This design comes from an exercise in tuning for small area on the open sky130 flow, not from production work. Function was checked by simulation only, so behaviour that the tests miss may differ from the original.

== run A ==
## processor
module processor
(
	output w_en,
	output done,
	output [7:0] addr,
	output [31:0] data_out,
	input clk,
	input rst_n,
	input start,
	input [31:0] data_in
);
For scale: ~340 cells after synthesis, ~77 I/O pins, ~0.0041 sq mm of cells after synthesis.
Settings: LEC_CHECK=0, CAP_MARGIN=20, CORE_MARGIN=2, CORE_UTILIZATION=40, SLEW_MARGIN=20, SYNTH_HIERARCHICAL=1, SYNTH_MINIMUM_KEEP_SIZE=0; clock period 7.0 ns.
run.sh (not shown) runs the stock make flow with config.mk's settings and CLKGATE_MAP_FILE= SYNTH_SCRIPT=/design/flow/synth_recipe.tcl, a recipe that flattens the netlist after the stock synthesis.
Having completed the whole flow, run A delivered a layout that passed the timing, DRC and antenna checks.
The following lists how run B was set up differently from run A:
==> flow/flow/run.sh (new file) <==
#!/bin/bash
# The standard layout (standard.sh: the standard flow's synthesis and ORFS flow), with two
# changes to how the layout is made:
#  - every input and output port still gets its own buffer, but a buf_1
#    rather than the delay cell that buffer_ports picks by default;
#  - clock tree synthesis does not add dummy loads at the tree's leaves.
set -euo pipefail
export BUFFER_PORTS_ARGS="-buffer_cell sky130_fd_sc_hd__buf_1"
export CTS_ARGS="-sink_clustering_enable -repair_clock_nets -dont_use_dummy_load"
bash standard.sh synth > synth.log 2>&1
bash standard.sh finish > layout.log 2>&1
==> flow/standard.sh (new file) <==
#!/bin/bash
# synth_recipe.tcl (not shown) runs the flow's synth.tcl, then flattens the netlist and writes it again
# the make line also repeats each setting of config.mk as NAME=value (left out here)
make -C /OpenROAD-flow-scripts/flow DESIGN_CONFIG=/design/flow/config.mk WORK_HOME=/design/flow/orfs CLKGATE_MAP_FILE= SYNTH_SCRIPT=/design/flow/synth_recipe.tcl "${@:-finish}"
removed: flow/run.sh
[summary]
- Looking at run A and run B, the post-route minimum period is a wash.
- In the reports for run A and run B, the larger sum of met3 wire segment lengths after detailed routing belongs to run B.
- Re area after synthesis: no difference whatsoever between run B and run A.
- Compared with run A, in run B met2 track utilization from global routing saw a decrease, starting density of the core saw little to no change, first-pass GRT wire length saw a decrease, final critical-path setup slack saw little to no change.
- In the flow results for run A and run B, the final core utilization is larger on run A.

* * *

processor, a different RTL version from the one above (not shown whole).
For scale: ~370 cells after synthesis, ~62 flip-flops, about 77 I/O pins, about 3900 um^2 of cells after synthesis.
clock: 7.0 ns
lec_check: 0
cap_margin: 20
core_margin: 2
core_utilization: 40
slew_margin: 20
synth_hierarchical: 1
synth_minimum_keep_size: 0
standard.sh (not shown) runs the stock make flow with config.mk's settings and CLKGATE_MAP_FILE= SYNTH_SCRIPT=/design/flow/synth_recipe.tcl, a recipe that flattens the netlist after the stock synthesis.
==> flow/flow/run.sh <==
#!/bin/bash
# The standard layout (standard.sh: the standard flow's synthesis and ORFS flow), with
# these changes to how the layout is made:
#  - every input and output port still gets its own buffer, but a buf_1
#    rather than the delay cell that buffer_ports picks by default;
#  - after floorplanning, downsize.tcl sets every cell to the smallest drive
#    strength of its kind; the flow's own timing repair then upsizes what the
#    timing needs;
#  - clock tree synthesis adds no dummy loads at the leaves and builds the
#    tree from clkbuf_4 cells, at most 10 flip-flops per cluster.
set -euo pipefail
export BUFFER_PORTS_ARGS="-buffer_cell sky130_fd_sc_hd__buf_1"
export POST_FLOORPLAN_TCL="$(pwd)/flow/downsize.tcl"
export CTS_ARGS="-sink_clustering_enable -repair_clock_nets -dont_use_dummy_load -buf_list {sky130_fd_sc_hd__clkbuf_2 sky130_fd_sc_hd__clkbuf_4} -sink_clustering_size 10 -sink_clustering_max_diameter 60"
bash standard.sh synth > synth.log 2>&1
bash standard.sh finish > layout.log 2>&1
==> flow/flow/downsize.tcl <==
# Replace each standard cell by the smallest cell of its family (same
# function and pins, another drive strength). Synthesis sizes cells for speed
# without knowing the layout; the timing repair later in the flow upsizes
# again what the timing needs.
set db [ord::get_db]
set block [ord::get_db_block]
set dont_use [env_var_or_empty DONT_USE_CELLS]
set count 0
set saved 0.0
foreach inst [$block getInsts] {
  set m [$inst getMaster]
  set name [$m getName]
  if { ![regexp {^(sky130_fd_sc_hd__[a-z0-9]+)_([0-9]+)$} $name -> base drive] } {
    continue
  }
  if { [regexp {tap|fill|decap|diode|conb} $base] } {
    continue
  }
  set best $name
  set best_area [expr { [$m getWidth] * [$m getHeight] }]
  set area0 $best_area
  foreach d {0 1 2 4} {
    set cand ${base}_$d
    set cm [$db findMaster $cand]
    if { $cm == "NULL" } {
      continue
    }
    set skip 0
    foreach p $dont_use {
      if { [string match $p $cand] } {
        set skip 1
      }
    }
    if { $skip } {
      continue
    }
    set a [expr { [$cm getWidth] * [$cm getHeight] }]
    if { $a < $best_area } {
      set best $cand
      set best_area $a
    }
  }
  if { $best ne $name } {
    replace_cell [$inst getName] $best
    incr count
    set saved [expr { $saved + ($area0 - $best_area) / 1e6 }]
  }
}
puts "downsize: replaced $count cells, [format %.1f $saved] um^2 less"
Edit:
--- a/flow/flow/run.sh
+++ b/flow/flow/run.sh
@@ -13,3 +13,3 @@
 export POST_FLOORPLAN_TCL="$(pwd)/flow/downsize.tcl"
-export CTS_ARGS="-sink_clustering_enable -repair_clock_nets -dont_use_dummy_load -buf_list {sky130_fd_sc_hd__clkbuf_2 sky130_fd_sc_hd__clkbuf_4} -sink_clustering_size 10 -sink_clustering_max_diameter 60"
+export CTS_ARGS="-sink_clustering_enable -repair_clock_nets -dont_use_dummy_load -buf_list sky130_fd_sc_hd__clkbuf_4 -sink_clustering_size 10 -sink_clustering_max_diameter 60"
 bash standard.sh synth > synth.log 2>&1
Effect: Area after synthesis is unchanged; non-clock buffer count is unchanged; first-iteration DRC count is unchanged; maximum frequency is unchanged; wire length is unchanged; count of clock-buffer cells in the layout is unchanged.

-- static timing again, ports no longer ideal --
How much do the figures lean on ideal ports? The routed layouts below were timed once more, with nothing changed but the port constraints. Step 1 assumes that a clkbuf_16 drives the clock port and a buf_2 every other input. Step 2 adds t to the input delays and takes it off the output delays; t is the mean of the earliest and latest rising clock arrival at the registers after step 1. Input paths then give back, and output paths get back, about the clock's delay inside the block. Three values: no drivers, after step 1, after step 2; two values: the first two.
run | shift t [ns] | slack for setup (ns) | clock arrival spread, ns | worst register clock-pin slew, ns
run A | 0.378 | 0.168 / 0.135 / 0.513 | 0.011 / 0.011 | 0.08 / 0.08
run B | 0.369 | 0.170 / 0.137 / 0.507 | 0.030 / 0.031 | 0.09 / 0.09
the first run of note 2 | 0.401 | 0.481 / 0.453 / 0.854 | 0.022 / 0.022 | 0.10 / 0.10
the second run of note 2 | 0.401 | 0.481 / 0.453 / 0.854 | 0.022 / 0.022 | 0.10 / 0.10
After both steps setup and hold are still met in every run listed.
